This design comes from an exercise in tuning for small area on the open sky130 flow, not from production work. Where RTL was checked, it was by simulation tests only, not by an equivalence proof against the original. No functional check of the RTL was part of runs 1 and 7. No driver is modelled on the clock port, so clocking that relies on it looks cheaper here than on a real chip. Power and IR drop assume default switching activity.

==> design.v <==
module pongproject(clk, reset,
	ready_button,
	right, left,
	ovga_clk, ovga_r, ovga_g, ovga_b,
	ovga_hs, ovga_vs, ovga_sync_n, ovga_blank_n);
	input clk, reset;
	input ready_button;
	input right, left;
	output ovga_clk;
	output [7:0] ovga_r, ovga_g, ovga_b;
	output ovga_hs, ovga_vs;
	output ovga_sync_n;
	output ovga_blank_n;
	function [10:0] add11;       
		input [10:0] a, b;
		input ci;
		reg c;
		integer i;
		begin
			c = ci;
			for (i = 0; i < 11; i = i + 1) begin
				add11[i] = a[i] ^ b[i] ^ c;
				c = (a[i] & b[i]) | (a[i] & c) | (b[i] & c);
			end
		end
	endfunction
	function ge11;               
		input [10:0] a, b;
		reg c;
		integer i;
		begin
			c = 1'b1;
			for (i = 0; i < 11; i = i + 1)
				c = (a[i] & ~b[i]) | (a[i] & c) | (~b[i] & c);
			ge11 = c;
		end
	endfunction
	reg clk25;
	reg [9:0] px, py;
	wire ce = ~clk25;
	wire hend = px[9] & px[8] & (&px[4:0]);       
	wire vend = py[9] & py[3] & py[2];            
	always @(posedge clk or posedge reset)
		if (reset) clk25 <= 1'b0;
		else clk25 <= ~clk25;
	always @(posedge clk or posedge reset)
		if (reset) begin
			px <= 10'd799;
			py <= 10'd524;
		end else if (ce) begin
			px <= hend ? 10'd0 : add11({1'b0, px}, 11'd0, 1'b1);
			if (hend) py <= vend ? 10'd0 : add11({1'b0, py}, 11'd0, 1'b1);
		end
	wire hs = ~(ge11({1'b0, px}, 11'd659) & ~ge11({1'b0, px}, 11'd756));
	wire vs = ~((py == 10'd493) | (py == 10'd494));
	reg [9:0] gc;
	wire tick = (gc == 10'b1000111000);
	always @(posedge clk or posedge reset)
		if (reset) gc <= 10'b0000111000;
		else gc <= {gc[8:0], gc[9] ^ gc[6] ^ tick};
	reg p, q1, q0;
	reg lsig, rsig;
	wire init = q0;             
	wire run  = p & ~q0;        
	wire dead;
	always @(posedge clk or posedge reset)
		if (reset) begin
			p <= 1'b0; q1 <= 1'b0; q0 <= 1'b0;
			lsig <= 1'b0; rsig <= 1'b0;
		end else begin
			p  <= q0 | (p & ~q1);
			q0 <= ~p & (q0 | (~q1 & ready_button));
			q1 <= p & (q1 | dead);
			lsig <= p & ~q1 & left;
			rsig <= p & ~q1 & ~left & right;
		end
	reg [8:0] bx, by;           
	reg vxd, vyd;
	reg [8:0] plh;              
	reg [9:0] ta;               
	wire [9:0] plx = {plh, 1'b0};
	wire ta_off = ~ge11({1'b0, ta}, 11'd30);
	wire move = tick & run;
	wire pick_pl = tick & vyd;
	wire [9:0] ysel = pick_pl ? plx : ta;
	wire [10:0] db = add11({2'b10, bx}, ~{1'b0, ysel}, 1'b1);
	wire hit_plx = ge11(db, 11'd1015) & ~ge11(db, 11'd1084);               
	wire hit_aix = ~ta_off & ge11(db, 11'd985) & ~ge11(db, 11'd1054);      
	wire far_l = ta_off | ~ge11(db, 11'd984);                              
	wire far_r = ge11(db, 11'd1055);                                       
	wire hit_pl = hit_plx & ge11({2'b0, by}, 11'd439) & ~ge11({2'b0, by}, 11'd460);
	wire hit_ai = hit_aix & ge11({2'b0, by}, 11'd22) & ~ge11({2'b0, by}, 11'd42);
	wire bot = ge11({2'b0, by}, 11'd469);
	wire top = ~ge11({2'b0, by}, 11'd2);
	assign dead = move & (vyd ? bot : top);
	wire ystop = vyd ? (bot | hit_pl) : (top | hit_ai);
	wire xstop = vxd ? ge11({2'b0, bx}, 11'd479) : ~ge11({2'b0, bx}, 11'd2);
	wire [10:0] by_n = add11({2'b0, by}, {11{~vyd}}, vyd);
	wire [10:0] bx_n = add11({2'b0, bx}, {11{~vxd}}, vxd);
	always @(posedge clk or posedge reset)
		if (reset) begin
			bx <= 9'd315; by <= 9'd430; vxd <= 1'b0; vyd <= 1'b0;
		end else if (init) begin
			bx <= 9'd315; by <= 9'd430; vxd <= 1'b1; vyd <= 1'b1;
		end else if (move) begin
			if (ystop) vyd <= ~vyd;
			else by <= by_n[8:0];
			if (xstop) vxd <= ~vxd;
			else bx <= bx_n[8:0];
		end
	always @(posedge clk or posedge reset)
		if (reset) plh <= 9'd145;
		else if (init) plh <= 9'd145;
		else if (tick & lsig) plh <= ~ge11({2'b0, plh}, 11'd6) ? 9'd0 : add11({2'b0, plh}, 11'h7fb, 1'b0);
		else if (tick & rsig) plh <= ge11({2'b0, plh}, 11'd285) ? 9'd290 : add11({2'b0, plh}, 11'd5, 1'b0);
	always @(posedge clk or posedge reset)
		if (reset) ta <= 10'd320;
		else if (init) ta <= 10'd320;
		else if (run & ~tick) begin
			if (far_l) ta <= {1'b0, bx};
			else if (far_r) ta <= add11({2'b0, bx}, 11'd60, 1'b0);
			else if (~ge11({1'b0, ta}, 11'd51)) ta <= 10'd30;
		end
	wire pl_row = ge11({1'b0, py}, 11'd450) & ~ge11({1'b0, py}, 11'd460);
	wire ai_row = ge11({1'b0, py}, 11'd30) & ~ge11({1'b0, py}, 11'd41);
	wire [9:0] xrow = py[8] ? plx : ta;
	wire [10:0] dpx = add11({1'b1, px}, ~{1'b0, xrow}, 1'b1);
	wire in_pl = pl_row & ge11(dpx, 11'd1024) & ~ge11(dpx, 11'd1084) & ~(ce & (px == 10'd639));
	wire in_ai = ai_row & ~ta_off & ge11(dpx, 11'd994) & ~ge11(dpx, 11'd1055);
	wire [10:0] pbx = add11({1'b0, px}, ~{2'b0, bx}, 1'b1);
	wire [10:0] pby = add11({1'b0, py}, ~{2'b0, by}, 1'b1);
	wire in_bx = ~pbx[10] & (pbx[9:4] == 6'd0) & (pbx[3:0] < 4'd10) & ~pby[10] & (pby[9:4] == 6'd0) & (pby[3:0] < 4'd10);
	wire edge_row = (pby[3:0] == 4'd0) | (pby[3:0] == 4'd9);
	wire near_row = (pby[3:0] == 4'd1) | (pby[3:0] == 4'd2) | (pby[3:0] == 4'd7) | (pby[3:0] == 4'd8);
	wire shape = edge_row ? (pbx[3:0] >= 4'd3 && pbx[3:0] < 4'd7) :
	             near_row ? (pbx[3:0] >= 4'd1 && pbx[3:0] < 4'd9) : 1'b1;
	wire in_ball = in_bx & shape;
	reg [1:0] c;
	always @(posedge clk or posedge reset)
		if (reset) c <= 2'b00;
		else if (~p) c <= 2'b00;
		else if (in_pl) c <= 2'b01;
		else if (in_ai) c <= 2'b10;
		else if (in_ball) c <= 2'b11;
		else c <= 2'b00;
	wire b_on = c[1] | c[0];
	assign ovga_r = {{4{c[1]}}, {4{c[1] & c[0]}}};
	assign ovga_g = {{4{c[0]}}, {4{c[0] & ~c[1]}}};
	assign ovga_b = {8{b_on}};
	assign ovga_clk = ce;
	assign ovga_hs = hs;
	assign ovga_vs = vs;
	assign ovga_sync_n = 1'b0;
	assign ovga_blank_n = hs & vs;
endmodule
==> flow/run.sh <==
#!/bin/bash
# Layout flow: the standard synthesis, then the combinational logic of
# that netlist is re-mapped for area with ABC (the flip-flops are kept as
# the standard synthesis made them: same instances, names and cells), then
# the standard layout from floorplan to finish.
set -euo pipefail
WORK=$(pwd)
R=$WORK/orfs/results/$FLOW_PLATFORM/pongproject/base
LIB=$FLOW_HOME/platforms/$FLOW_PLATFORM/lib/sky130_fd_sc_hd__tt_025C_1v80.lib
YOSYS=${YOSYS_EXE:-$(command -v yosys || echo $FLOW_HOME/../tools/install/yosys/bin/yosys)}

bash standard.sh synth > $WORK/flow_synth.log 2>&1
cp $R/1_2_yosys.v $WORK/std_synth.v

sed -e "s#@LIB@#$LIB#g" -e "s#@IN@#$WORK/std_synth.v#g" -e "s#@OUT@#$WORK/reopt.v#g" \
    -e "s#@ABC@#$WORK/flow/area.abc#g" -e "s#@TOP@#$FLOW_TOP#g" \
    flow/reopt.ys > $WORK/reopt.ys
$YOSYS -s $WORK/reopt.ys > $WORK/flow_reopt.log 2>&1

cp $WORK/reopt.v $R/1_2_yosys.v
rm -f $R/1_synth.odb $R/1_synth.sdc
bash standard.sh finish > $WORK/flow_finish.log 2>&1
==> flow/area.abc <==
strash; &get -n; &deepsyn -T 60; &put; dch -f; map -a; topo; dnsize
==> flow/reopt.ys <==
# Cell functions from the library; flip-flops stay black boxes so that
# they pass through untouched.
read_liberty -ignore_miss_func @LIB@
blackbox sky130_fd_sc_hd__df* sky130_fd_sc_hd__dl* sky130_fd_sc_hd__sdf* sky130_fd_sc_hd__edf* sky130_fd_sc_hd__sedf*
read_verilog @IN@
hierarchy -top @TOP@
flatten
opt -purge
abc -liberty @LIB@ -dont_use *probe* -dont_use *lpflow* -script @ABC@
opt_clean -purge
setundef -zero
hilomap -singleton -hicell sky130_fd_sc_hd__conb_1 HI -locell sky130_fd_sc_hd__conb_1 LO
insbuf -buf sky130_fd_sc_hd__buf_4 A X
splitnets
opt_clean -purge
stat -liberty @LIB@
write_verilog -noattr -nohex -nodec @OUT@
==> standard.sh <==
#!/bin/bash
# synth_recipe.tcl (not shown) runs the flow's synth.tcl, then flattens the netlist and writes it again
# the make line also repeats each setting of config.mk as NAME=value (left out here)
make -C /OpenROAD-flow-scripts/flow DESIGN_CONFIG=/design/flow/config.mk WORK_HOME=/design/flow/orfs CLKGATE_MAP_FILE= SYNTH_SCRIPT=/design/flow/synth_recipe.tcl "${@:-finish}"
==> config.mk <==
export PLATFORM = sky130hd
export DESIGN_NAME = pongproject
export DESIGN_NICKNAME = pongproject
export VERILOG_FILES = /design/flow/design.v
export SDC_FILE = /design/flow/constraint.sdc
export NUM_CORES = 4
export LEC_CHECK = 0
export CAP_MARGIN = 20
export CORE_MARGIN = 2
export CORE_UTILIZATION = 70
export SLEW_MARGIN = 20
==> constraint.sdc <==
create_clock -name core_clock -period 10.0 [get_ports {clk}]
set_input_delay 2.0000 -clock core_clock [delete_from_list [all_inputs] [get_ports {clk}]]
set_output_delay 2.0000 -clock core_clock [all_outputs]
set_load 0.01 [all_outputs]
==> results.txt, run 1 <==
- Status: timing/DRC/antenna clean
- Critical path class: reg2reg
- Largest net degree at the start of global routing: 78
- CP max FO: 13
- LEAKAGE: 0.00244 uW
- Part of the cycle the worst path needs: 62.5%
- R2R cell count: 39
- Die area: between 8000 and 9000 sq um
- Core footprint: between 7000 and 8000 sq um
- Max Fclk: 160 MHz
- Setup bufs post-CTS: 0
- Cell Rows: 32
- DR WL/cell: 16.5 um
- Critical Path End Type: flop
- Hold crit path type: reg2reg
- Vias: ~5.9k
- First drt pass iteration count: 6
- Gr ovfl total: 0
- Critical Path AT: approximately 6.5 ns
- Detailed Route Iter0 Violations: about 680
- First-pass GRT wire length: roughly 25000 um
- CP max-delay cell: nor2_1
- Reg-to-reg endpoint: by[8]
- Max_cap viols: 0
- Reg clk slew, reported paths: approximately 0.08 ns
- Post-Syn Instances: 826
- Syn-to-layout area delta: 8.79%
- Clock Sink Count: slightly below 80
- Slowest Stage Delay on Critical Path: 0.59 ns
- Syn Nets: slightly above 800
- Fin. max-slew vios: 0
- Register area: about 2000 sq um
- FILL cells: 557
- Final cell count without fillers: 954
- Die Width: 92.5 um
- Placed insts: ~940
- Worst Setup SP: gc[5]
- # IOs: 34
- TritonCTS clock tree: done
- Reg2reg start: gc[5]
- Clock skew: 0.00579 ns
- Pwr dens: about 94 nW/um^2
- Inserted Clock Buffers: 9
- IO Port Bufs: 32
- Most frequent CP cell: clkinv_1
- Fin util: 77.9%
- Vias in the first global route: 5489
- DRC: 0
- GRT Util Overall: 37.9%
- Cell Area, Synth: ~5500 sq um
- Worst setup path endpoint: by[8]
- Startpoint types: flop
- Synth Warn #: 1
- Layout cells sized above 1: 5.63%
- Antenna violations before repair: 0
- Worst-Margin Slew: 0.973 ns
- Final hold violations: 0
- Antenna Cells: 0
- Tmin final: 6.25 ns
- Flop2flop setup slack: around 3.8 ns
- CTS Hold Bufs: 0
- Vias per cell: 6.20
- Nets: about 850
- Drt total wl: 15800 um
- TNS Setup: 0 ns
- RSZ-0062 raised after global routing: false
- Routed Antenna Nets: 0
- CTS Buffer Depth: 2
- H-tree depth: 3
- Final Wtd Congestion: 0.990
- Relative slew slack: 35.1%
- Die H: a little over 90 um
- Post-CTS Resized: 0
- VDD IR max: around 0.084 mV
- DP Wirelength: 11900 um
- CTS root buf: clkbuf_8
- Multi-input gate area: 2840 sq um
- Final setup fails: 0
- Worst Path Required: 10.28 ns
- Mean post-synth cell area: around 6.6 sq um
- Initial Util: 71.6%
- Clock Latency Late Sink: 0.36 ns
- Post-layout power: 561 uW
==> critical path, delay by kind of cell (launching register included) <==
| family | cells | cell delay [ns] |
|---|---|---|
| compound gates | 11 | 1.80 |
| simple gates | 18 | 2.56 |
| flops | 1 | 0.54 |
| buf+inv | 10 | 1.25 |
==> state kept, by name (all words and copies together) (netlist names), 2 cells and up <==
signal and cells:
gc 10, px 10, py 10, ta 10, bx 9, by 9, plh 9, c 2
==> final cells by class <==
cell class                      instances  area share [%]
Multi-Input combinational cell        592            47.7
Sequential cell                        77            33.0
Inverter                              135            8.50
Timing Repair Buffer                   33            5.50
Clock buffer                           11            2.37
Tap cell                              102            2.14
Clock inverter                          4           0.840
==> layout by cell type (no fill, tap or decap), types with 3 or more instances in the layout <==
cell type and count:
clkbuf_8 10, a21oi_1 61, o41ai_1 3, dfstp_2 30, o211ai_1 3, a211oi_1 6, xnor2_1 5, nand4_1 6
nor2_1 167, nor3_1 40, nand2_1 135, o2111ai_1 3, o22ai_1 5, a31oi_1 11, o21ai_0 72, clkinv_1 134
nand3_1 17, dfrtp_1 47, clkdlybuf4s50_1 32, nor4_1 12, xor2_1 23
==> per-layer routing <==
| layer | track usage [%] | vias to the layer above | routed length (um) |
|---|---|---|---|
| met5 | 0 | - | 0 |
| met4 | 17.3 | 0 | 655 |
| met3 | 8.06 | 84 | 1530 |
| met2 | 63.3 | 353 | 7430 |
| met1 | 47.3 | 2704 | 6150 |
| li1 | - | 2774 | - |
==> report_power, final <==
part           internal, uW  switching, uW  leakage (uW)  total, uW
logic                  1.89           6.78       0.00140       8.68
registers               312          0.267      0.000947        312
clock network           120            120     0.0000914        240
==> per-stage QoR <==
| step | hold WS, ns | area [sq um] | worst slack [ns] |
|---|---|---|---|
| 2_1_floorplan | 0.354 | 5480 | 4.95 |
| 3_3_place_gp | 0.356 | 5770 | 4.23 |
| 3_5_place_dp | 0.363 | 5770 | 3.87 |
| 4_1_cts | 0.373 | 5960 | 3.82 |
| 5_1_grt | 0.380 | 5960 | 2.84 |
| 6_report | 0.374 | 5960 | 3.75 |
==> how the worst min path moves through the flow <==
stage / start / end / slack (ns) / cells after the start
global placement: gc[3] / gc[4] / 0.36 / 0
floorplan: gc[4] / gc[5] / 0.35 / 0
finish: gc[4] / gc[5] / 0.37 / 0
global route: gc[4] / gc[5] / 0.38 / 0
detailed placement: gc[4] / gc[5] / 0.36 / 0
CTS: gc[4] / gc[5] / 0.37 / 0
==> inputs of run 2 (changes only) <==
--- a/design.v
+++ b/design.v
@@ -24,6 +24,32 @@
 			end
 		end
 	endfunction
+	function [9:0] ud9x;         
+		input [9:0] x;
+		input en;
+		reg t;
+		integer i;
+		begin
+			t = en;
+			for (i = 0; i < 10; i = i + 1) begin
+				ud9x[i] = x[i] ^ t;
+				t = t & x[i];
+			end
+		end
+	endfunction
+	function [8:0] ud9;          
+		input [8:0] x;
+		input en, dn;
+		reg t;
+		integer i;
+		begin
+			t = en;
+			for (i = 0; i < 9; i = i + 1) begin
+				ud9[i] = x[i] ^ t;
+				t = t & (x[i] ^ dn);
+			end
+		end
+	endfunction
 	function ge11;               
 		input [10:0] a, b;
 		reg c;
@@ -47,17 +73,22 @@
 		if (reset) begin
 			px <= 10'd799;
 			py <= 10'd524;
-		end else if (ce) begin
-			px <= hend ? 10'd0 : add11({1'b0, px}, 11'd0, 1'b1);
-			if (hend) py <= vend ? 10'd0 : add11({1'b0, py}, 11'd0, 1'b1);
+		end else begin
+			px <= (ce & hend) ? 10'd0 : ud9x(px, ce);
+			py <= (ce & hend & vend) ? 10'd0 : ud9x(py, ce & hend);
 		end
 	wire hs = ~(ge11({1'b0, px}, 11'd659) & ~ge11({1'b0, px}, 11'd756));
 	wire vs = ~((py == 10'd493) | (py == 10'd494));
-	reg [9:0] gc;
-	wire tick = (gc == 10'b1000111000);
+	reg [2:0] pm5;              
 	always @(posedge clk or posedge reset)
-		if (reset) gc <= 10'b0000111000;
-		else gc <= {gc[8:0], gc[9] ^ gc[6] ^ tick};
+		if (reset) pm5 <= 3'd4;
+		else if (ce & hend) pm5 <= (pm5 == 3'd4) ? 3'd0 : pm5 + 3'd1;
+	wire tick = ce & (
+		((pm5 == 3'd0) & (px == 10'd499)) |
+		((pm5 == 3'd1) & ((px == 10'd199) | (px == 10'd699))) |
+		((pm5 == 3'd2) & (px == 10'd399)) |
+		((pm5 == 3'd3) & ((px == 10'd99) | (px == 10'd599))) |
+		((pm5 == 3'd4) & ((px == 10'd299) | (px == 10'd799))));
 	reg p, q1, q0;
 	reg lsig, rsig;
 	wire init = q0;             
@@ -95,27 +126,23 @@
 	assign dead = move & (vyd ? bot : top);
 	wire ystop = vyd ? (bot | hit_pl) : (top | hit_ai);
 	wire xstop = vxd ? ge11({2'b0, bx}, 11'd479) : ~ge11({2'b0, bx}, 11'd2);
-	wire [10:0] by_n = add11({2'b0, by}, {11{~vyd}}, vyd);
-	wire [10:0] bx_n = add11({2'b0, bx}, {11{~vxd}}, vxd);
-	always @(posedge clk or posedge reset)
-		if (reset) begin
-			bx <= 9'd315; by <= 9'd430; vxd <= 1'b0; vyd <= 1'b0;
-		end else if (init) begin
+	always @(posedge clk)
+		if (init) begin
 			bx <= 9'd315; by <= 9'd430; vxd <= 1'b1; vyd <= 1'b1;
-		end else if (move) begin
-			if (ystop) vyd <= ~vyd;
-			else by <= by_n[8:0];
-			if (xstop) vxd <= ~vxd;
-			else bx <= bx_n[8:0];
+		end else begin
+			vyd <= vyd ^ (move & ystop);
+			by <= ud9(by, move & ~ystop, ~vyd);
+			vxd <= vxd ^ (move & xstop);
+			bx <= ud9(bx, move & ~xstop, ~vxd);
 		end
-	always @(posedge clk or posedge reset)
-		if (reset) plh <= 9'd145;
-		else if (init) plh <= 9'd145;
-		else if (tick & lsig) plh <= ~ge11({2'b0, plh}, 11'd6) ? 9'd0 : add11({2'b0, plh}, 11'h7fb, 1'b0);
-		else if (tick & rsig) plh <= ge11({2'b0, plh}, 11'd285) ? 9'd290 : add11({2'b0, plh}, 11'd5, 1'b0);
-	always @(posedge clk or posedge reset)
-		if (reset) ta <= 10'd320;
-		else if (init) ta <= 10'd320;
+	wire pl_l = tick & lsig & (plh != 9'd0);
+	wire pl_r = tick & rsig & (plh != 9'd290);
+	wire [10:0] pl_step = pl_l ? 11'h7fb : pl_r ? 11'd5 : 11'd0;
+	always @(posedge clk)
+		if (init) plh <= 9'd145;
+		else plh <= add11({2'b0, plh}, pl_step, 1'b0);
+	always @(posedge clk)
+		if (init) ta <= 10'd320;
 		else if (run & ~tick) begin
 			if (far_l) ta <= {1'b0, bx};
 			else if (far_r) ta <= add11({2'b0, bx}, 11'd60, 1'b0);
--- a/flow/run.sh
+++ b/flow/run.sh
@@ -2,7 +2,7 @@
 # Layout flow: the standard synthesis, then the combinational logic of
 # that netlist is re-mapped for area with ABC (the flip-flops are kept as
 # the standard synthesis made them: same instances, names and cells), then
-# the standard layout from floorplan to finish.
+# the standard layout from floorplan to finish, with small port buffers.
 set -euo pipefail
 WORK=$(pwd)
 R=$WORK/orfs/results/$FLOW_PLATFORM/pongproject/base
@@ -19,4 +19,8 @@
 
 cp $WORK/reopt.v $R/1_2_yosys.v
 rm -f $R/1_synth.odb $R/1_synth.sdc
+# Port buffers of the smallest size (every port still gets its own buffer),
+# and no dummy clock loads from CTS.
+export BUFFER_PORTS_ARGS="-buffer_cell sky130_fd_sc_hd__buf_1"
+export CTS_ARGS="-sink_clustering_enable -repair_clock_nets -dont_use_dummy_load -buf_list sky130_fd_sc_hd__clkbuf_4 -sink_clustering_size 12 -sink_clustering_max_diameter 50"
 bash standard.sh finish > $WORK/flow_finish.log 2>&1
==> flow/area.abc (replaced) <==
strash; &get -n; &deepsyn -T 120; &put; &get -n; &nf -R 1000 -a; &put; topo; dnsize
--- a/flow/reopt.ys
+++ b/flow/reopt.ys
@@ -6,7 +6,7 @@
 hierarchy -top @TOP@
 flatten
 opt -purge
-abc -liberty @LIB@ -dont_use *probe* -dont_use *lpflow* -script @ABC@
+abc -liberty @LIB@ -dont_use *probe* -dont_use *lpflow* -dont_use sky130_fd_sc_hd__inv_1 -dont_use sky130_fd_sc_hd__clkinv_1 -script @ABC@
 opt_clean -purge
 setundef -zero
 hilomap -singleton -hicell sky130_fd_sc_hd__conb_1 HI -locell sky130_fd_sc_hd__conb_1 LO
==> results.txt, run 2 <==
- Status: timing/DRC/antenna clean
- Worst Path Required: 10.33 ns
- VDD IR max: 0.140 mV
- Max Fclk: 158 MHz
- Initial Util: 73.2%
- Top flop regs: px (10), py (10), ta (10)
- Synth Warn #: 1
- Reg2reg start: px[3]
- Syn-to-layout area delta: 3.44%
- Mean post-synth cell area: 7.72 sq um
- IO Port Bufs: 32
- Hold crit path type: reg2reg
- Setup bufs post-CTS: 0
- Layout cells sized above 1: 7.40%
- LEAKAGE: 0.00195 uW
- Startpoint types: flop
- FILL cells: roughly 560
- Detailed Route Iter0 Violations: 448
- Vias per cell: 6.49
- DRC: 0
- TNS Setup: 0 ns
- Die H: ~90 um
- First-pass GRT wire length: around 21000 um
- Reg-to-reg endpoint: by[8]
- Die area: 7920 sq um
- Cell Rows: 30
- Vias in the first global route: 4418
- Part of the cycle the worst path needs: 63.5%
- First drt pass iteration count: 5
- DR WL/cell: 16.9 um
- DP Wirelength: approximately 9700 um
- Critical Path End Type: flop
- Relative slew slack: slightly below 40%
- GRT Util Overall: 34.4%
- Hold path depth: 1
- Min-delay src: clk25
- R2R cell count: 27
- Commonest cells after routing, fill and taps aside: nand2_1 (69), a21oi_1 (66), nor2_1 (61)
- Clock Sink Count: 70
- Die Width: 89.0 um
- CTS Hold Bufs: 0
- Final setup fails: 0
- Vias: between 5k and 6k
- Post-Syn Instances: 655
- Drt total wl: 13000 um
- # IOs: 34
- Syn Nets: 660
- Cell Area, Synth: 5050 sq um
- Antenna violations before repair: 0
- CTS Buffer Depth: 2
- Gr ovfl total: 0
- Hold endpoint: px[0]
- Worst-Margin Slew: between 0.9 and 1 ns
- Fin. max-slew vios: 0
- Inserted Clock Buffers: 9
- Final hold violations: 0
- Reg clk slew, reported paths: 0.12 ns
- Clock Latency Late Sink: 0.42 ns
- Post-CTS Resized: 0
- Commonest non-fill, non-tap cell in the layout: nand2_1
- Antenna Cells: 0
- Placed insts: 763
- Flop2flop setup slack: 3.65 ns
- RSZ-0062 raised after global routing: false
- Critical Path AT: 6.68 ns
- Pwr dens: 163 nW/um^2
- TritonCTS clock tree: done
- Final cell count without fillers: between 700 and 800
- Clock skew: 0.0374 ns
- Core footprint: 6910 sq um
- CP max FO: 11
- Largest net degree at the start of global routing: 37
- Max_cap viols: 0
- CTS root buf: clkbuf_4
- H-tree depth: 3
- Routed Antenna Nets: 0
- Nets: 683
- Critical path class: reg2reg
- Final Wtd Congestion: between 1 and 1.5
- Tmin final: about 6.3 ns
-- run 2: worst max-delay path by stage --
| stage | start | endpoint | slack [ns] | cells past startpoint |
|---|---|---|---|---|
| 3_3_place_gp | px[3] | by[8] | 3.77 | 27 |
| 3_5_place_dp | px[3] | by[8] | 3.45 | 27 |
| 4_1_cts | px[3] | ta[2] | 3.40 | 20 |
| 5_1_grt | px[3] | by[8] | 3.16 | 27 |
| 6_report | px[3] | by[8] | 3.65 | 27 |
| 2_1_floorplan | px[3] | by[8] | 3.79 | 27 |
-- run 2: metal layers --
layer  wire (um)  up-vias  track usage (%)
li1            -     2410                -
met1        5410     2270             46.0
met2        5860      274             53.8
met3        1180       56             6.83
met4         566        0             16.0
met5           0        -                0
-- run 2: per-stage QoR --
stage	hold slack, ns	total power [uW]	area (sq um)	util (%)	setup slack [ns]
after floorplan	0.429	629	5050	-	3.79
after global placement	0.436	691	5150	74.6	3.77
after detailed placement	0.456	706	5150	74.6	3.45
after CTS	0.484	838	5220	75.6	3.40
after global routing	0.499	908	5230	75.7	3.16
final	0.473	851	5230	75.7	3.65
-- run 2: worst max-delay path, cell delays in order (launching register included) --
cell       delay, ns
dfstp_2         0.66
inv_2           0.07
nor2_1          0.14
nand3b_1        0.11
a221oi_1        0.33
a21oi_1         0.17
nor4_4          0.67
o21ai_0         0.29
maj3_1          0.43
nor2_1          0.16
a211oi_1        0.09
a21o_1          0.18
o21ai_0         0.28
xnor2_1         0.20
and3_1          0.21
o21ai_0         0.10
a21boi_0        0.70
nand4_1         0.15
o21ai_0         0.17
o21ai_0         0.13
nand3_1         0.20
a221o_1         0.18
a21oi_1         0.08
o2111ai_1       0.17
nand2b_1        0.19
nor2_1          0.05
nor2_1          0.09
nand2_1         0.06
-- run 2: layout make-up --
cell class	instances	area, sq um	share of cell area, %
tap	96	120	2.30
clock buffer	9	67.6	1.29
multi-input combinational	536	3230	61.9
inverter	27	101	1.94
timing repair buffer	34	135	2.58
sequential	70	1570	30.0
-- run 2: report_power, final --
part / total [uW] / switching [uW] / internal, uW
Combinational: 377 / 226 / 151
Sequential: 341 / 37.9 / 303
Clock: 133 / 91.4 / 41.9
==> inputs of run 3 (changes only) <==
--- a/flow/run.sh
+++ b/flow/run.sh
@@ -22,5 +22,5 @@
 # Port buffers of the smallest size (every port still gets its own buffer),
 # and no dummy clock loads from CTS.
 export BUFFER_PORTS_ARGS="-buffer_cell sky130_fd_sc_hd__buf_1"
-export CTS_ARGS="-sink_clustering_enable -repair_clock_nets -dont_use_dummy_load -buf_list sky130_fd_sc_hd__clkbuf_4 -sink_clustering_size 12 -sink_clustering_max_diameter 50"
+export CTS_ARGS="-sink_clustering_enable -repair_clock_nets -dont_use_dummy_load -root_buf sky130_fd_sc_hd__clkbuf_8 -buf_list sky130_fd_sc_hd__clkbuf_4 -sink_clustering_size 16 -sink_clustering_max_diameter 60"
 bash standard.sh finish > $WORK/flow_finish.log 2>&1
==> results.txt, run 3 <==
- Synth Warn #: 1
- IO Port Bufs: 32
- Critical Path End Type: flop
- Cell Area, Synth: 5050 sq um
- Status: timing/DRC/antenna clean
- Setup WS post-layout: 3.65 ns
- DRC: 0
- Part of the cycle the worst path needs: 63.5%
- Relative slew slack: 39.7%
- DP Wirelength: between 9000 and 10000 um
- Die Width: 89.0 um
- Die area: 7920 sq um
- CP max-delay cell: nor4_4
- Fin. max-slew vios: 0
- Placed insts: between 700 and 800
- Routed Antenna Nets: 0
- Cell Rows: 30
- Antenna violations before repair: 0
- Die H: 89.0 um
- Dpl ws: 3.45 ns
- LEAKAGE: between 0.0015 and 0.002 uW
- First drt pass iteration count: 5
- Final setup fails: 0
- Setup bufs post-CTS: 0
- Vias in the first global route: around 4.5k
- Largest net degree at the start of global routing: 37
- Post-CTS Resized: 0
- Critical Path AT: 6.60 ns
- Max_cap viols: 0
- Vias per cell: roughly 6.6
- Vias: 5108
- Clock Sink Count: 70
- CTS Hold Bufs: 0
- Detailed Route Iter0 Violations: 508
- Nets: 683
- Drt total wl: 13300 um
- Post-Syn Instances: 655
- Critical path class: reg2reg
- Inserted Clock Buffers: 9
- CTS Buffer Depth: 2
- H-tree depth: 3
- Worst Path Required: 10.25 ns
- Max Fclk: roughly 160 MHz
- Final Wtd Congestion: 1.02
- Slowest Stage Delay on Critical Path: 0.69 ns
- Mean post-synth cell area: about 7.7 sq um
- Clock skew: 0.0257 ns
- # IOs: 34
- CP max FO: 11
- Core footprint: just under 7000 sq um
- DR WL/cell: about 17 um
- Startpoint types: flop
- Layout cells sized above 1: under 10%
- VDD IR max: 0.140 mV
- Clock Latency Late Sink: 0.35 ns
- TritonCTS clock tree: done
- Hold crit path type: reg2reg
- CTS root buf: clkbuf_8
- Commonest cells after routing, fill and taps aside: nand2_1 (69), a21oi_1 (66), nor2_1 (61)
- First-pass GRT wire length: between 20000 and 25000 um
- Initial Util: around 73%
- Syn-to-layout area delta: 4.55%
- Reg clk slew, reported paths: ~0.070 ns
- Tmin final: about 6.3 ns
- GRT Util Overall: around a third
- Worst-Margin Slew: 0.902 ns
- TNS Setup: 0 ns
- Final hold violations: 0
- Syn Nets: 660
- RSZ-0062 raised after global routing: false
- Pwr dens: 170 nW/um^2
- Top flop regs: px (10), py (10), ta (10)
- Final cell count without fillers: 772
- Commonest non-fill, non-tap cell in the layout: nand2_1
- Antenna Cells: 0
- Gr ovfl total: 0
- Most frequent CP cell: o21ai_0
-- run 3: worst paths after layout --
path,start,endpoint,slack (ns),depth (start not counted)
min in group asynchronous,reset,rsig,1.74,2
worst max-delay path,px[3],by[8],3.65,27
max in group asynchronous,reset,py[7],7.83,2
worst min register to register,clk25,px[0],0.47,1
worst min-delay path,clk25,px[0],0.47,1
worst max register to register,px[3],by[8],3.65,27
-- run 3: through the flow --
stage,power [uW],cell area [sq um],hold slack (ns),util (%)
6_report,901,5290,0.467,76.5
5_1_grt,956,5290,0.492,76.5
4_1_cts,884,5280,0.478,76.4
3_5_place_dp,706,5150,0.456,74.6
3_3_place_gp,691,5150,0.436,74.6
2_1_floorplan,629,5050,0.429,-
-- run 3: routing by layer --
| layer | GRT usage (%) | up-vias | share of wire, % |
|---|---|---|---|
| li1 | - | 2403 | - |
| met1 | 46.7 | 2346 | 41 |
| met2 | 55.6 | 285 | 45 |
| met3 | 6.19 | 74 | 8.7 |
| met4 | 16.4 | 0 | 4.9 |
| met5 | 0 | - | 0 |
-- run 3: worst max-delay path: cells and delay by family (launching register included) --
family	cells	cell delay, ns
AOI/OAI and AO/OA	13	2.86
xor gates and xnor gates	1	0.19
adders and majority gates	1	0.42
buffers and inverters	1	0.07
DFF	1	0.65
and+or+nand+nor	11	2.04
-- run 3: area by class of cell --
class | instances | area, sq um
clock buffers | 9 | 124
fillers | 560 | 1620
inverters | 27 | 101
multi-input cells | 536 | 3230
flip-flops and latches | 70 | 1570
well taps | 96 | 120
repair buffers | 34 | 135
-- run 3: power breakdown --
part / switching, uW / internal (uW)
clock: 98.3 / 80.3
combinational: 230 / 151
sequential: 38.0 / 303
==> inputs of run 4 (changes only) <==
--- a/flow/run.sh
+++ b/flow/run.sh
@@ -22,5 +22,5 @@
 # Port buffers of the smallest size (every port still gets its own buffer),
 # and no dummy clock loads from CTS.
 export BUFFER_PORTS_ARGS="-buffer_cell sky130_fd_sc_hd__buf_1"
-export CTS_ARGS="-sink_clustering_enable -repair_clock_nets -dont_use_dummy_load -root_buf sky130_fd_sc_hd__clkbuf_8 -buf_list sky130_fd_sc_hd__clkbuf_4 -sink_clustering_size 16 -sink_clustering_max_diameter 60"
+export CTS_ARGS="-sink_clustering_enable -repair_clock_nets -dont_use_dummy_load -root_buf sky130_fd_sc_hd__clkbuf_8 -buf_list sky130_fd_sc_hd__clkbuf_4 -sink_clustering_size 12 -sink_clustering_max_diameter 50"
 bash standard.sh finish > $WORK/flow_finish.log 2>&1
--- a/flow/reopt.ys
+++ b/flow/reopt.ys
@@ -10,7 +10,7 @@
 opt_clean -purge
 setundef -zero
 hilomap -singleton -hicell sky130_fd_sc_hd__conb_1 HI -locell sky130_fd_sc_hd__conb_1 LO
-insbuf -buf sky130_fd_sc_hd__buf_4 A X
+insbuf -buf sky130_fd_sc_hd__buf_1 A X
 splitnets
 opt_clean -purge
 stat -liberty @LIB@
==> results.txt, run 4 <==
- Status: timing/DRC/antenna clean
- Placed insts: 763
- DP Wirelength: 9960 um
- Antenna violations before repair: 0
- IO Port Bufs: 32
- Clock skew: 0.0185 ns
- Vias in the first global route: 4395
- Final cell count without fillers: 772
- Die H: 88.3 um
- Routed Antenna Nets: 0
- Pwr dens: 170 nW/um^2
- Final Wtd Congestion: 0.950
- Largest net degree at the start of global routing: 38
- Antenna Cells: 0
- DR WL/cell: 17.5 um
- Most frequent CP cell: o21ai_0
- Hold crit path type: reg2reg
- Detailed Route Iter0 Violations: 464
- Post-CTS Resized: 0
- Flop2flop setup slack: 3.61 ns
- Post-Syn Instances: 655
- FILL cells: 521
- Tmin final: ~6.4 ns
- Gr ovfl total: 0
- First drt pass iteration count: 6
- Max_cap viols: 0
- Syn Nets: 660
- Final hold violations: 0
- Startpoint types: flop
- Commonest cells after routing, fill and taps aside: nand2_1 (69), a21oi_1 (66), nor2_1 (61)
- Max Fclk: 156 MHz
- Setup bufs post-CTS: 0
- Vias: 5064
- CP max-delay cell: a21boi_0
- Synth Warn #: 1
- Commonest non-fill, non-tap cell in the layout: nand2_1
- Part of the cycle the worst path needs: 63.9%
- Die Width: 88.3 um
- Vias per cell: approximately 6.6
- Clock Sink Count: 70
- Worst Path Required: 10.26 ns
- CP max FO: 11
- Slowest Stage Delay on Critical Path: roughly 0.8 ns
- First-pass GRT wire length: 21600 um
- Cell Area, Synth: 4970 sq um
- GRT Util Overall: a little over a third
- CTS Hold Bufs: 0
- Reg clk slew, reported paths: 0.08 ns
- Hold_ws: ~0.47 ns
- Drt total wl: 13500 um
- Layout cells sized above 1: 7.40%
- TritonCTS clock tree: done
- Clock Latency Late Sink: 0.36 ns
- Setup WS post-layout: about 3.6 ns
- RSZ-0062 raised after global routing: false
- Cell Rows: 30
- H-tree depth: 3
- VDD IR max: between 0.15 and 0.2 mV
- # IOs: 34
- CTS Buffer Depth: 2
- Critical Path AT: 6.65 ns
- LEAKAGE: roughly 0.002 uW
- Mean post-synth cell area: 7.59 sq um
- Worst-Margin Slew: about 0.99 ns
- DRC: 0
- Initial Util: slightly above 70%
- Fin. max-slew vios: 0
- Nets: 683
- Final setup fails: 0
- Top flop regs: px (10), py (10), ta (10)
- Inserted Clock Buffers: 9
- Critical Path End Type: flop
- TNS Setup: 0 ns
- Core footprint: about 6800 sq um
- Dpl ws: between 3 and 4 ns
- CTS root buf: clkbuf_8
- Critical path class: reg2reg
- Syn-to-layout area delta: 6.29%
- Die area: 7790 sq um
- Relative slew slack: 33.3%
[run 4: cell counts in the layout (fill, tap and decap cells not counted)]
Identical to the previous run, type by type.
[run 4: report_power, final]
part | internal (uW) | switching, uW
registers | 303 | 36.5
logic | 151 | 231
clock network | 80.3 | 98.4
[run 4: path summary, 6_finish.rpt]
kind / start / endpoint / depth (start not counted)
max: px[3] / by[8] / 28
min: clk25 / px[0] / 1
max reg2reg: px[3] / by[8] / 28
min reg2reg: clk25 / px[0] / 1
max in group asynchronous: reset / py[8] / 2
min in group asynchronous: reset / px[5] / 2
[run 4: through the flow]
stage               utilization, %  instance area [sq um]  total power (uW)
global route                  77.4                   5290               952
finish                        77.4                   5290               901
floorplan                        -                   4970               629
detailed placement            75.4                   5150               710
global placement              75.4                   5150               693
CTS                           77.2                   5280               887
[run 4: worst max-delay path, delay by kind of cell (launching register included)]
| kind | cells | cell delay (ns) |
|---|---|---|
| simple gates | 10 | 1.75 |
| fa+ha+maj | 1 | 0.26 |
| flops | 1 | 0.66 |
| compound gates | 16 | 3.57 |
| buf+inv | 1 | 0.07 |
[run 4: layout make-up]
| class | instances | area (sq um) | share of cell area [%] |
|---|---|---|---|
| clock buffer | 9 | 124 | 2.34 |
| tap | 96 | 120 | 2.27 |
| inverter | 27 | 101 | 1.92 |
| timing repair buffer | 34 | 135 | 2.56 |
| sequential | 70 | 1570 | 29.7 |
| multi-input combinational | 536 | 3230 | 61.2 |
[run 4: layer usage]
layer | vias to the layer above | track usage [%] | part of all wire [%]
met4 | 0 | 13.2 | 3.4
met3 | 46 | 4.94 | 7.4
met5 | - | 0 | 0
li1 | 2406 | - | -
met2 | 230 | 58.9 | 46
met1 | 2382 | 48.1 | 43
==> inputs of run 5 (changes only) <==
--- a/flow/run.sh
+++ b/flow/run.sh
@@ -22,5 +22,5 @@
 # Port buffers of the smallest size (every port still gets its own buffer),
 # and no dummy clock loads from CTS.
 export BUFFER_PORTS_ARGS="-buffer_cell sky130_fd_sc_hd__buf_1"
-export CTS_ARGS="-sink_clustering_enable -repair_clock_nets -dont_use_dummy_load -root_buf sky130_fd_sc_hd__clkbuf_8 -buf_list sky130_fd_sc_hd__clkbuf_4 -sink_clustering_size 12 -sink_clustering_max_diameter 50"
+export CTS_ARGS="-sink_clustering_enable -repair_clock_nets -dont_use_dummy_load -buf_list sky130_fd_sc_hd__clkbuf_4 -sink_clustering_size 9 -sink_clustering_max_diameter 40"
 bash standard.sh finish > $WORK/flow_finish.log 2>&1
==> results.txt, run 5 <==
- Status: timing/DRC/antenna clean
- Reg clk slew, reported paths: ~0.12 ns
- Antenna violations before repair: 0
- Placed Area: 5150 sq um
- Startpoint types: flop
- Worst-Margin Slew: 1.03 ns
- FILL cells: 532
- Hold crit path type: reg2reg
- DR WL/cell: 17.5 um
- CP max FO: 11
- Antenna Cells: 0
- Nets: 683
- Critical Path AT: just under 7 ns
- First drt pass iteration count: 5
- Sequential fraction of design power: 39.7%
- Final hold violations: 0
- Critical path class: reg2reg
- Slowest Stage Delay on Critical Path: 0.83 ns
- TNS Setup: 0 ns
- Clock Latency Late Sink: 0.42 ns
- DRC: 0
- Max Fclk: 156 MHz
- Syn Nets: 660
- Final Wtd Congestion: 0.950
- Multi-input gate area: between 3000 and 4000 sq um
- VDD IR max: 0.183 mV
- DP Wirelength: about 10000 um
- Most frequent CP cell: o21ai_0
- Commonest cells after routing, fill and taps aside: nand2_1 (69), a21oi_1 (66), nor2_1 (61)
- LEAKAGE: 0.00195 uW
- Inserted Clock Buffers: 9
- IO Port Bufs: 32
- Critical Path End Type: flop
- Vias: between 4k and 5k
- Drt total wl: 13500 um
- CP top delay family: compound AO/OA/AOI/OAI gates
- Top flop regs: px (10), py (10), ta (10)
- CTS Hold Bufs: 0
- First-pass GRT wire length: 21500 um
- Part of the cycle the worst path needs: about 64%
- Pint: between 400 and 500 uW
- Clock Sink Count: 70
- TritonCTS clock tree: done
- Clock power share: 15.8%
- Final setup fails: 0
- Cell Area, Synth: 4970 sq um
- Finished layout cell area: 5230 sq um
- Layout cells sized above 1: 7.40%
- Die area: 7790 sq um
- Tmin final: 6.43 ns
- H-tree depth: 3
- Vias per cell: 6.46
- Gate power share: 44.5%
- RSZ-0062 raised after global routing: false
- Routed Antenna Nets: 0
- Net Switching: around 360 uW
- Detailed Route Iter0 Violations: ~520
- Initial Util: approximately 73%
- CP max-delay cell: a21boi_0
- Mean post-synth cell area: about 7.6 sq um
- Gr ovfl total: 0
- Fin. max-slew vios: 0
- CTS root buf: clkbuf_4
- Setup bufs post-CTS: 0
- Syn-to-layout area delta: 5.16%
- Vias in the first global route: 4406
- Max_cap viols: 0
- Core footprint: 6830 sq um
- Die Width: about 88 um
- Clock skew: 0.0308 ns
- Relative slew slack: 31.0%
- Largest net degree at the start of global routing: 38
- Cell Rows: 30
- Die H: between 80 and 90 um
- GRT Util Overall: between 30% and 40%
- Post-Syn Instances: ~660
- Commonest non-fill, non-tap cell in the layout: nand2_1
- Post-CTS Resized: 0
- Synth Warn #: 1
- Register area: 1570 sq um
- Hold_ws: 0.476 ns
- CTS Buffer Depth: 2
- Pwr dens: around 160 nW/um^2
- # IOs: 34
- Switching portion of total power: between 40% and 50%
- Worst Path Required: 10.34 ns
- Worst path bufs/invs: 1
[run 5: cell types whose count changed in the layout (fill, tap and decap cells not counted)]
cell / before / now
clkbuf_8: 9 / 0
clkbuf_4: 0 / 9
[run 5: path summary, 6_finish.rpt]
check | start | slack [ns] | endpoint | cells after the start
max in group asynchronous | reset | 7.93 | py[8] | 2
min in group asynchronous | reset | 1.63 | q0 | 2
min reg2reg | clk25 | 0.48 | px[0] | 1
max reg2reg | px[3] | 3.57 | by[8] | 27
min | clk25 | 0.48 | px[0] | 1
max | px[3] | 3.57 | by[8] | 27
[run 5: layer usage]
layer | routed length [um] | global-route usage, % | part of all wire (%) | vias to the layer above
li1 | - | - | - | 2405
met5 | 0 | 0 | 0 | -
met1 | 5830 | 47.6 | 43 | 2327
met2 | 6260 | 58.9 | 46 | 216
met4 | 375 | 12.1 | 2.8 | 0
met3 | 1040 | 6.53 | 7.7 | 39
[run 5: per-stage QoR]
step           utilization [%]  cells  setup WS (ns)  total power (uW)
2_1_floorplan                -    655           3.79               629
3_3_place_gp              75.4    763           3.75               693
3_5_place_dp              75.4    763           3.43               710
4_1_cts                   76.4    772           3.35               841
5_1_grt                   76.5    772           3.04               906
6_report                  76.5    772           3.57               855
[run 5: power by group through the flow]
stage,clock [uW],combinational (uW),sequential (uW)
floorplan,0,297,331
global placement,0,351,342
detailed placement,0,367,344
CTS,134,369,338
global route,144,419,342
finish,135,380,339
[run 5: area by class of cell]
cell class                      count  area share (%)
Clock buffer                        9            1.29
Inverter                           27            1.94
Multi-Input combinational cell    536            61.9
Sequential cell                    70            30.0
Tap cell                           96            2.30
Timing Repair Buffer               34            2.58
[run 5: worst reg2reg max path: cells and delay by family (launching register included)]
kind / cells / cell delay (ns)
adder cells (fa/ha/maj): 1 / 0.42
flip-flops: 1 / 0.67
AND/OR/NAND/NOR: 11 / 2.01
XOR/XNOR: 1 / 0.19
AO/OA/AOI/OAI: 13 / 2.99
buffers and inverters: 1 / 0.07
==> inputs of run 6 (changes only) <==
--- a/flow/run.sh
+++ b/flow/run.sh
@@ -22,5 +22,5 @@
 # Port buffers of the smallest size (every port still gets its own buffer),
 # and no dummy clock loads from CTS.
 export BUFFER_PORTS_ARGS="-buffer_cell sky130_fd_sc_hd__buf_1"
-export CTS_ARGS="-sink_clustering_enable -repair_clock_nets -dont_use_dummy_load -buf_list sky130_fd_sc_hd__clkbuf_4 -sink_clustering_size 9 -sink_clustering_max_diameter 40"
+export CTS_ARGS="-sink_clustering_enable -repair_clock_nets -dont_use_dummy_load"
 bash standard.sh finish > $WORK/flow_finish.log 2>&1
==> flow/area.abc (replaced) <==
strash; &get -n; &deepsyn -T 60; &put; dch -f; map -a; topo; dnsize
--- a/flow/reopt.ys
+++ b/flow/reopt.ys
@@ -6,11 +6,11 @@
 hierarchy -top @TOP@
 flatten
 opt -purge
-abc -liberty @LIB@ -dont_use *probe* -dont_use *lpflow* -dont_use sky130_fd_sc_hd__inv_1 -dont_use sky130_fd_sc_hd__clkinv_1 -script @ABC@
+abc -liberty @LIB@ -dont_use *probe* -dont_use *lpflow* -script @ABC@
 opt_clean -purge
 setundef -zero
 hilomap -singleton -hicell sky130_fd_sc_hd__conb_1 HI -locell sky130_fd_sc_hd__conb_1 LO
-insbuf -buf sky130_fd_sc_hd__buf_1 A X
+insbuf -buf sky130_fd_sc_hd__buf_4 A X
 splitnets
 opt_clean -purge
 stat -liberty @LIB@
==> results.txt, run 6 <==
- Commonest non-fill, non-tap cell in the layout: nor2_1
- Synth Warn #: 1
- DRC: 0
- Most frequent CP cell: nand2_1
- Inserted Clock Buffers: 9
- Vias per cell: 6.06
- Max Fclk: 146 MHz
- Gr ovfl total: 0
- Final Wtd Congestion: 1.10
- VDD IR max: 0.0775 mV
- GRT Util Overall: a little under two fifths
- H-tree depth: 3
- Layout cells sized above 1: approximately 3.7%
- Syn-to-layout area delta: 4.50%
- Reg clk slew, reported paths: 0.09 ns
- DP Wirelength: 11300 um
- RSZ-0062 raised after global routing: false
- Die area: approximately 8000 sq um
- Part of the cycle the worst path needs: 68.5%
- Max_cap viols: 0
- Startpoint types: flop
- Setup bufs post-CTS: 0
- Cell Rows: 31
- Slowest Stage Delay on Critical Path: 0.55 ns
- DR WL/cell: ~16 um
- Initial Util: approximately 71%
- Commonest cells after routing, fill and taps aside: nor2_1 (177), nand2_1 (127), clkinv_1 (121)
- Clock Sink Count: 70
- Pwr dens: roughly 88 nW/um^2
- Cell Area, Synth: slightly above 5000 sq um
- Critical path class: reg2reg
- Status: timing/DRC/antenna clean
- LEAKAGE: 0.00213 uW
- Die Width: 89.5 um
- Routed Antenna Nets: 0
- Clock skew: 0.0278 ns
- Post-CTS Resized: 0
- Fin. max-slew vios: 0
- Worst-Margin Slew: 0.997 ns
- Post-Syn Instances: just over 800
- Largest net degree at the start of global routing: 25
- # IOs: 34
- TNS Setup: 0 ns
- Relative slew slack: between 30% and 40%
- Critical Path End Type: flop
- CP max FO: 19
- Tmin final: about 6.8 ns
- CP max-delay cell: dfstp_2
- CTS Hold Bufs: 0
- Antenna Cells: 0
- Vias: 5670
- Final hold violations: 0
- Hold_ws: approximately 0.47 ns
- TritonCTS clock tree: done
- Core footprint: 7180 sq um
- IO Port Bufs: 32
- First drt pass iteration count: 6
- Clock Latency Late Sink: ~0.36 ns
- Final setup fails: 0
- Worst Path Required: 10.29 ns
- Drt total wl: 14500 um
- Vias in the first global route: 5008
- Hold crit path type: reg2reg
- Critical Path AT: 7.14 ns
- Nets: 844
- Detailed Route Iter0 Violations: around 570
- CTS Buffer Depth: 2
- Top flop regs: px (10), py (10), ta (10)
- Die H: just under 90 um
- CTS root buf: clkbuf_8
- First-pass GRT wire length: 23000 um
- Mean post-synth cell area: 6.27 sq um
- Syn Nets: 822
- Antenna violations before repair: 0
-- run 6: worst max-delay path, delay by kind of cell (launching register included) --
kind | cells | cell delay [ns]
adder cells (fa/ha/maj) | 1 | 0.17
AND/OR/NAND/NOR | 16 | 2.25
flip-flops | 1 | 0.55
AO/OA/AOI/OAI | 16 | 2.71
buffers and inverters | 8 | 1.10
-- run 6: final cells by class --
class | instances | area [sq um]
clock buffers | 9 | 124
well taps | 99 | 124
repair buffers | 33 | 148
multi-input cells | 604 | 2930
fillers | 593 | 1830
flip-flops and latches | 70 | 1570
inverters | 121 | 454
-- run 6: path summary, 6_finish.rpt --
kind,slack (ns),cells after the start,startpoint,end
max,3.15,41,px[9],by[8]
min,0.47,1,clk25,px[0]
max reg2reg,3.15,41,px[9],by[8]
min reg2reg,0.47,1,clk25,px[0]
max in group asynchronous,7.81,3,reset,px[9]
min in group asynchronous,1.62,2,reset,c[1]
-- run 6: report_power, final --
part	total, uW	switching, uW	internal (uW)
logic	5.64	3.75	1.89
registers	281	0.0934	281
clock network	181	101	80.5
total	468	105	364
-- run 6: routing by layer --
layer	up-vias	GRT usage [%]	part of all wire (%)
met5	-	0	0
met4	0	21.2	5.0
met3	62	6.74	8.8
met2	327	57.4	44
met1	2521	50.4	43
li1	2760	-	-
-- run 6: stage by stage --
stage,util (%),instances,instance area (sq um),total power [uW],setup slack [ns]
detailed placement,72.8,927,5230,293,3.43
global route,74.6,936,5350,480,2.45
floorplan,-,817,5120,290,4.53
CTS,74.6,936,5350,468,3.38
global placement,72.4,926,5200,291,3.92
finish,74.6,936,5350,468,3.15
==> inputs of run 7 (changes only) <==
--- a/design.v
+++ b/design.v
@@ -62,7 +62,9 @@
 		end
 	endfunction
 	reg clk25;
-	reg [9:0] px, py;
+	reg [9:0] pxs, pys;
+	wire [9:0] px = pxs ^ 10'd799;
+	wire [9:0] py = pys ^ 10'd524;
 	wire ce = ~clk25;
 	wire hend = px[9] & px[8] & (&px[4:0]);       
 	wire vend = py[9] & py[3] & py[2];            
@@ -71,18 +73,19 @@
 		else clk25 <= ~clk25;
 	always @(posedge clk or posedge reset)
 		if (reset) begin
-			px <= 10'd799;
-			py <= 10'd524;
+			pxs <= 10'd0;
+			pys <= 10'd0;
 		end else begin
-			px <= (ce & hend) ? 10'd0 : ud9x(px, ce);
-			py <= (ce & hend & vend) ? 10'd0 : ud9x(py, ce & hend);
+			pxs <= ((ce & hend) ? 10'd0 : ud9x(px, ce)) ^ 10'd799;
+			pys <= ((ce & hend & vend) ? 10'd0 : ud9x(py, ce & hend)) ^ 10'd524;
 		end
 	wire hs = ~(ge11({1'b0, px}, 11'd659) & ~ge11({1'b0, px}, 11'd756));
 	wire vs = ~((py == 10'd493) | (py == 10'd494));
-	reg [2:0] pm5;              
+	reg [2:0] pm5s;             
+	wire [2:0] pm5 = pm5s ^ 3'd4;
 	always @(posedge clk or posedge reset)
-		if (reset) pm5 <= 3'd4;
-		else if (ce & hend) pm5 <= (pm5 == 3'd4) ? 3'd0 : pm5 + 3'd1;
+		if (reset) pm5s <= 3'd0;
+		else if (ce & hend) pm5s <= ((pm5 == 3'd4) ? 3'd0 : pm5 + 3'd1) ^ 3'd4;
 	wire tick = ce & (
 		((pm5 == 3'd0) & (px == 10'd499)) |
 		((pm5 == 3'd1) & ((px == 10'd199) | (px == 10'd699))) |
@@ -154,9 +157,9 @@
 	wire [10:0] dpx = add11({1'b1, px}, ~{1'b0, xrow}, 1'b1);
 	wire in_pl = pl_row & ge11(dpx, 11'd1024) & ~ge11(dpx, 11'd1084) & ~(ce & (px == 10'd639));
 	wire in_ai = ai_row & ~ta_off & ge11(dpx, 11'd994) & ~ge11(dpx, 11'd1055);
-	wire [10:0] pbx = add11({1'b0, px}, ~{2'b0, bx}, 1'b1);
-	wire [10:0] pby = add11({1'b0, py}, ~{2'b0, by}, 1'b1);
-	wire in_bx = ~pbx[10] & (pbx[9:4] == 6'd0) & (pbx[3:0] < 4'd10) & ~pby[10] & (pby[9:4] == 6'd0) & (pby[3:0] < 4'd10);
+	wire [10:0] pbx = add11({2'b0, px[8:0]}, ~{2'b0, bx}, 1'b1);
+	wire [10:0] pby = add11({2'b0, py[8:0]}, ~{2'b0, by}, 1'b1);
+	wire in_bx = ~px[9] & ~py[9] & ~pbx[10] & (pbx[8:4] == 5'd0) & (pbx[3:0] < 4'd10) & ~pby[10] & (pby[8:4] == 5'd0) & (pby[3:0] < 4'd10);
 	wire edge_row = (pby[3:0] == 4'd0) | (pby[3:0] == 4'd9);
 	wire near_row = (pby[3:0] == 4'd1) | (pby[3:0] == 4'd2) | (pby[3:0] == 4'd7) | (pby[3:0] == 4'd8);
 	wire shape = edge_row ? (pbx[3:0] >= 4'd3 && pbx[3:0] < 4'd7) :
--- a/flow/run.sh
+++ b/flow/run.sh
@@ -20,7 +20,9 @@
 cp $WORK/reopt.v $R/1_2_yosys.v
 rm -f $R/1_synth.odb $R/1_synth.sdc
 # Port buffers of the smallest size (every port still gets its own buffer),
-# and no dummy clock loads from CTS.
+# no dummy clock loads from CTS, small clock buffers with a larger one at
+# the root of the tree.
 export BUFFER_PORTS_ARGS="-buffer_cell sky130_fd_sc_hd__buf_1"
-export CTS_ARGS="-sink_clustering_enable -repair_clock_nets -dont_use_dummy_load"
+export CTS_ARGS="-sink_clustering_enable -repair_clock_nets -dont_use_dummy_load -buf_list sky130_fd_sc_hd__clkbuf_4 -sink_clustering_size 9 -sink_clustering_max_diameter 40"
+export POST_CTS_TCL=$WORK/flow/post_cts.tcl
 bash standard.sh finish > $WORK/flow_finish.log 2>&1
==> flow/area.abc (replaced) <==
strash; &get -n; &deepsyn -T 120; &put; &get -n; &nf -R 1000 -a; &put; topo; dnsize
==> flow/post_cts.tcl (new file) <==
# After CTS: drive the top of the clock tree with a larger buffer, and
# upsize any clock buffer whose estimated output slew is high, so that
# every flip-flop clock pin gets a sharp edge; then legalise the placement.
if { [llength [get_cells -quiet clkbuf_0_clk]] == 1 } {
  replace_cell clkbuf_0_clk sky130_fd_sc_hd__clkbuf_8
}
estimate_parasitics -placement
foreach c [get_cells -quiet clkbuf_*] {
  set n [get_full_name $c]
  set s [get_property [get_pins $n/X] slew_max]
  puts "clock buffer $n [get_property [get_lib_cells -of_objects $c] name] slew $s"
  if { $s > 0.105 && [get_property [get_lib_cells -of_objects $c] name] ne "sky130_fd_sc_hd__clkbuf_8" } {
    replace_cell $n sky130_fd_sc_hd__clkbuf_8
    puts "  upsized $n"
  }
}
detailed_placement
check_placement -verbose
--- a/flow/reopt.ys
+++ b/flow/reopt.ys
@@ -6,11 +6,11 @@
 hierarchy -top @TOP@
 flatten
 opt -purge
-abc -liberty @LIB@ -dont_use *probe* -dont_use *lpflow* -script @ABC@
+abc -liberty @LIB@ -dont_use *probe* -dont_use *lpflow* -dont_use sky130_fd_sc_hd__inv_1 -dont_use sky130_fd_sc_hd__clkinv_1 -script @ABC@
 opt_clean -purge
 setundef -zero
 hilomap -singleton -hicell sky130_fd_sc_hd__conb_1 HI -locell sky130_fd_sc_hd__conb_1 LO
-insbuf -buf sky130_fd_sc_hd__buf_4 A X
+insbuf -buf sky130_fd_sc_hd__buf_1 A X
 splitnets
 opt_clean -purge
 stat -liberty @LIB@
==> results.txt, run 7 <==
- Worst-Margin Slew: 0.811 ns
- Synth Warn #: 1
- Dpl ws: roughly 2.5 ns
- Die H: 87.7 um
- Commonest cells after routing, fill and taps aside: nand2_1 (71), a21oi_1 (62), nor2_1 (61)
- Vias in the first global route: 4545
- Part of the cycle the worst path needs: 77.9%
- Clock skew: 0.0237 ns
- Cell Rows: 30
- Die area: 7690 sq um
- Critical path class: reg2reg
- M1 WL: 5570 um
- Reg clk slew, reported paths: 0.10 ns
- Mean post-synth cell area: ~7.7 sq um
- GRT Util Overall: a little over a third
- Core footprint: about 6800 sq um
- R2R cell count: 27
- Worst Path Required: 10.23 ns
- LEAKAGE: approximately 0.002 uW
- Max Fclk: 128 MHz
- Routed wire length on met3: 1100 um
- Initial Util: 72.2%
- Finished layout cell area: 5180 sq um
- Gr ovfl total: 0
- Setup WS post-layout: 2.21 ns
- Die Width: roughly 90 um
- Relative slew slack: 45.7%
- Metal2 WL: 6200 um
- Hold endpoint: ta[7]
- Status: timing/DRC/antenna clean
- Min-delay src: ta[7]
- Top layer used by detailed routing: met4
- Hold path depth: 2
- TNS Setup: 0 ns
- Final hold violations: 0
- Drt total wl: between 10000 and 15000 um
- DP Wirelength: 9890 um
- Clock Sink Count: 70
- Antenna violations before repair: 0
- Routed Antenna Nets: 0
- Vias: 5040
- Clock Latency Late Sink: about 0.36 ns
- DR WL/cell: 17.6 um
- # IOs: 34
- Flop2flop setup slack: 2.21 ns
- Antenna Cells: 0
- Commonest non-fill, non-tap cell in the layout: nand2_1
- Layout cells sized above 1: 5.74%
- Reg2reg start: pxs[4]
- Syn Nets: around 650
- Most frequent CP cell: maj3_1
- Critical Path End Type: flop
- Critical Path AT: 8.02 ns
- Syn-to-layout area delta: 5.56%
- First drt pass iteration count: 6
- Slowest Stage Delay on Critical Path: 0.65 ns
- Fin. max-slew vios: 0
- Top flop regs: pxs (10), pys (10), ta (10)
- TritonCTS clock tree: done
- Final Wtd Congestion: 0.971
- Post-Syn Instances: 640
- Nets: about 670
- CP max-delay cell: dfrtp_1
- DRC: 0
- RSZ-0062 raised after global routing: false
- CP max FO: 13
- VDD IR max: just over 0.09 mV
- Tmin final: slightly below 8 ns
- Largest net degree at the start of global routing: 35
- Placed Area: 5090 sq um
- Max_cap viols: 0
- Cell Area, Synth: a little under 5000 sq um
- Hold crit path type: reg2reg
- Reg-to-reg endpoint: by[8]
- IO Port Bufs: 32
- Pwr dens: 168 nW/um^2
- Detailed Route Iter0 Violations: 485
- Vias per cell: 6.65
- Final setup fails: 0
- First-pass GRT wire length: 21700 um
- Startpoint types: flop
[run 7: metrics by stage]
step                power, uW  util (%)  std cells  hold WS (ns)
global route              917      76.2        758         0.528
finish                    871      76.2        758         0.502
floorplan                 630         -        640         0.451
global placement          695      74.9        749         0.470
detailed placement        709      74.9        749         0.482
[run 7: power breakdown]
| part | internal (uW) | switching [uW] | total [uW] |
|---|---|---|---|
| clock | 55.2 | 97.8 | 153 |
| sequential | 302 | 33.0 | 335 |
| combinational | 154 | 229 | 383 |
| total | 511 | 360 | 871 |
[run 7: routing by layer]
layer | GRT usage [%] | vias to the layer above
met1 | 47.2 | 2359
met2 | 59.4 | 298
met3 | 5.47 | 55
met5 | 0 | -
li1 | - | 2328
met4 | 14.0 | 0
[run 7: worst max-delay path by stage]
stage / from / end / slack, ns / cells past startpoint
after floorplan: pxs[4] / by[8] / 3.51 / 27
after global placement: pxs[4] / by[8] / 2.83 / 27
after detailed placement: pxs[4] / by[8] / 2.46 / 27
after global routing: pxs[4] / by[8] / 1.73 / 28
final: pxs[4] / by[8] / 2.21 / 27
[run 7: area by class of cell]
type	instances	area [sq um]
clock buffers	9	86.3
fillers	506	1620
multi-input cells	523	3180
inverters	25	93.8
repair buffers	35	143
well taps	96	120
flip-flops and latches	70	1560
[run 7: worst max-delay path, delay by kind of cell, from the launching register on]
kind	cells	cell delay, ns
simple gates	11	3.06
flops	1	0.65
compound gates	11	1.96
fa+ha+maj	5	2.00
==> inputs of run 8 (changes only) <==
--- a/design.v
+++ b/design.v
@@ -100,14 +100,15 @@
 	always @(posedge clk or posedge reset)
 		if (reset) begin
 			p <= 1'b0; q1 <= 1'b0; q0 <= 1'b0;
-			lsig <= 1'b0; rsig <= 1'b0;
 		end else begin
 			p  <= q0 | (p & ~q1);
 			q0 <= ~p & (q0 | (~q1 & ready_button));
 			q1 <= p & (q1 | dead);
-			lsig <= p & ~q1 & left;
-			rsig <= p & ~q1 & ~left & right;
 		end
+	always @(posedge clk) begin
+		lsig <= p & ~q1 & left;
+		rsig <= p & ~q1 & ~left & right;
+	end
 	reg [8:0] bx, by;           
 	reg vxd, vyd;
 	reg [8:0] plh;              
==> results.txt, run 8 <==
- Reg2reg start: pxs[7]
- Final setup fails: 0
- Pwr dens: about 180 nW/um^2
- Commonest cells after routing, fill and taps aside: nand2_1 (74), a21oi_1 (71), nor2_1 (66)
- Clock Sink Count: 70
- Clock skew: 0.0331 ns
- Vias per cell: 6.46
- Antenna violations before repair: 0
- Critical Path AT: 6.71 ns
- Mean post-synth cell area: 7.50 sq um
- Slowest Stage Delay on Critical Path: 0.57 ns
- Die area: approximately 7700 sq um
- Final Wtd Congestion: between 0.9 and 1
- VDD IR max: 0.105 mV
- Cell Rows: 30
- Reg-to-reg endpoint: by[7]
- Commonest non-fill, non-tap cell in the layout: nand2_1
- Die Width: 87.6 um
- TNS Setup: 0 ns
- Initial Util: 72.0%
- Cell Area, Synth: 4890 sq um
- Worst setup path endpoint: by[7]
- Gr ovfl total: 0
- CP max FO: 16
- Top flop regs: pxs (10), pys (10), ta (10)
- Startpoint types: flop
- First-pass GRT wire length: 20400 um
- GRT Util Overall: between 30 and 40%
- Worst Setup SP: pxs[7]
- Vias: 4973
- CP top delay family: compound AO/OA/AOI/OAI gates
- Nets: 681
- Synth Warn #: 1
- Vias in the first global route: 4395
- CP max-delay cell: dfrtp_1
- Tmin final: 6.46 ns
- Part of the cycle the worst path needs: 64.6%
- # IOs: 34
- Post-Syn Instances: 652
- Routed Antenna Nets: 0
- Status: timing/DRC/antenna clean
- Hold_ws: 0.483 ns
- LEAKAGE: 0.00202 uW
- Cell count along the critical path: 28
- DR WL/cell: around 16 um
- Detailed Route Iter0 Violations: 522
- Critical path class: reg2reg
- Worst Path Required: 10.26 ns
- Layout cells sized above 1: 4.60%
- DP Wirelength: 9210 um
- Fin. max-slew vios: 0
- Syn Nets: 657
- Worst-Margin Slew: 0.792 ns
- Max_cap viols: 0
- Largest net degree at the start of global routing: 36
- First drt pass iteration count: 5
- Critical Path End Type: flop
- Clock Latency Late Sink: 0.37 ns
- Drt total wl: 12600 um
- Syn-to-layout area delta: 5.58%
- Die H: 87.6 um
- Core footprint: about 6800 sq um
- Antenna Cells: 0
- DRC: 0
- IO Port Bufs: 32
- Reg clk slew, reported paths: 0.08 ns
- TritonCTS clock tree: done
- R2R cell count: 28
- Relative slew slack: 46.7%
- Worst path bufs/invs: 1
- Hold crit path type: reg2reg
- Max Fclk: 155 MHz
- Final hold violations: 0
- Flop2flop setup slack: between 3 and 4 ns
- RSZ-0062 raised after global routing: false
==> run 8: cell types whose count changed in the layout (fill, tap and decap cells not counted), moves of 6 or more <==
cell,delta
nand2b_1,+10
a21oi_1,+9
nand3_1,+7
inv_2,-6
xnor2_1,-6
==> run 8: how the worst min path moves through the flow <==
stage / startpoint / end / slack [ns] / cells after the start
floorplan: ta[3] / ta[3] / 0.45 / 2
global placement: clk25 / clk25 / 0.48 / 1
detailed placement: clk25 / clk25 / 0.48 / 1
global route: clk25 / clk25 / 0.51 / 1
finish: clk25 / clk25 / 0.48 / 1
==> run 8: metrics by stage <==
stage	setup slack (ns)	instances	utilization [%]	total power (uW)	cell area [sq um]
3_3_place_gp	4.00	761	74.6	732	5070
3_5_place_dp	3.62	761	74.6	747	5070
5_1_grt	2.93	770	76.0	966	5160
6_report	3.54	770	76.0	910	5160
2_1_floorplan	3.99	652	-	663	4890
==> run 8: cell type report <==
class / instances / area (sq um)
clock buffers: 9 / 92.6
fillers: 554 / 1630
inverters: 19 / 71.3
multi-input cells: 541 / 3190
flip-flops and latches: 70 / 1550
well taps: 96 / 120
repair buffers: 35 / 143
==> run 8: layer usage <==
layer	up-vias	global-route usage (%)	wire (um)
met5	-	0	0
met2	243	55.2	5950
met3	44	6.31	1030
met1	2295	45.4	5260
met4	0	12.4	321
li1	2391	-	-
==> run 8: where the power goes <==
part	internal, uW	switching (uW)
logic	160	248
registers	305	45.6
clock network	59.3	91.9
total	525	385

[static timing again, ports no longer ideal]
No port has a modelled driver above. Below, the same layouts with a new extraction and two added sets of constraints. Step 1: set_driving_cell puts a clkbuf_16 on clk and a buf_2 on each other input, an assumption about the parent block. Step 2 moves the port delays by t, midway between the first and last clock arrival at a register: inputs arrive t later, outputs are due t later. That takes back most of the time a late clock gives input paths. a / b / c = ideal / step 1 / step 2; a / b = the first two.
run	shift t [ns]	setup WS [ns]	hold slack, ns	worst setup path after step 2
run 1	0.390	3.752 / 3.752 / 3.752	0.374 / 0.374 / 0.374	register to register
run 2	0.439	3.652 / 3.652 / 3.652	0.473 / 0.473 / 0.473	register to register
run 3	0.376	3.654 / 3.654 / 3.654	0.467 / 0.467 / 0.467	register to register
run 4	0.380	3.610 / 3.610 / 3.610	0.470 / 0.470 / 0.470	register to register
run 5	0.440	3.571 / 3.571 / 3.571	0.476 / 0.476 / 0.476	register to register
run 6	0.375	3.153 / 3.153 / 3.153	0.471 / 0.471 / 0.471	register to register
run 7	0.383	2.209 / 2.209 / 2.209	0.502 / 0.502 / 0.502	register to register
run 8	0.385	3.544 / 3.544 / 3.544	0.483 / 0.483 / 0.483	register to register
After both steps every run listed still meets setup and hold.
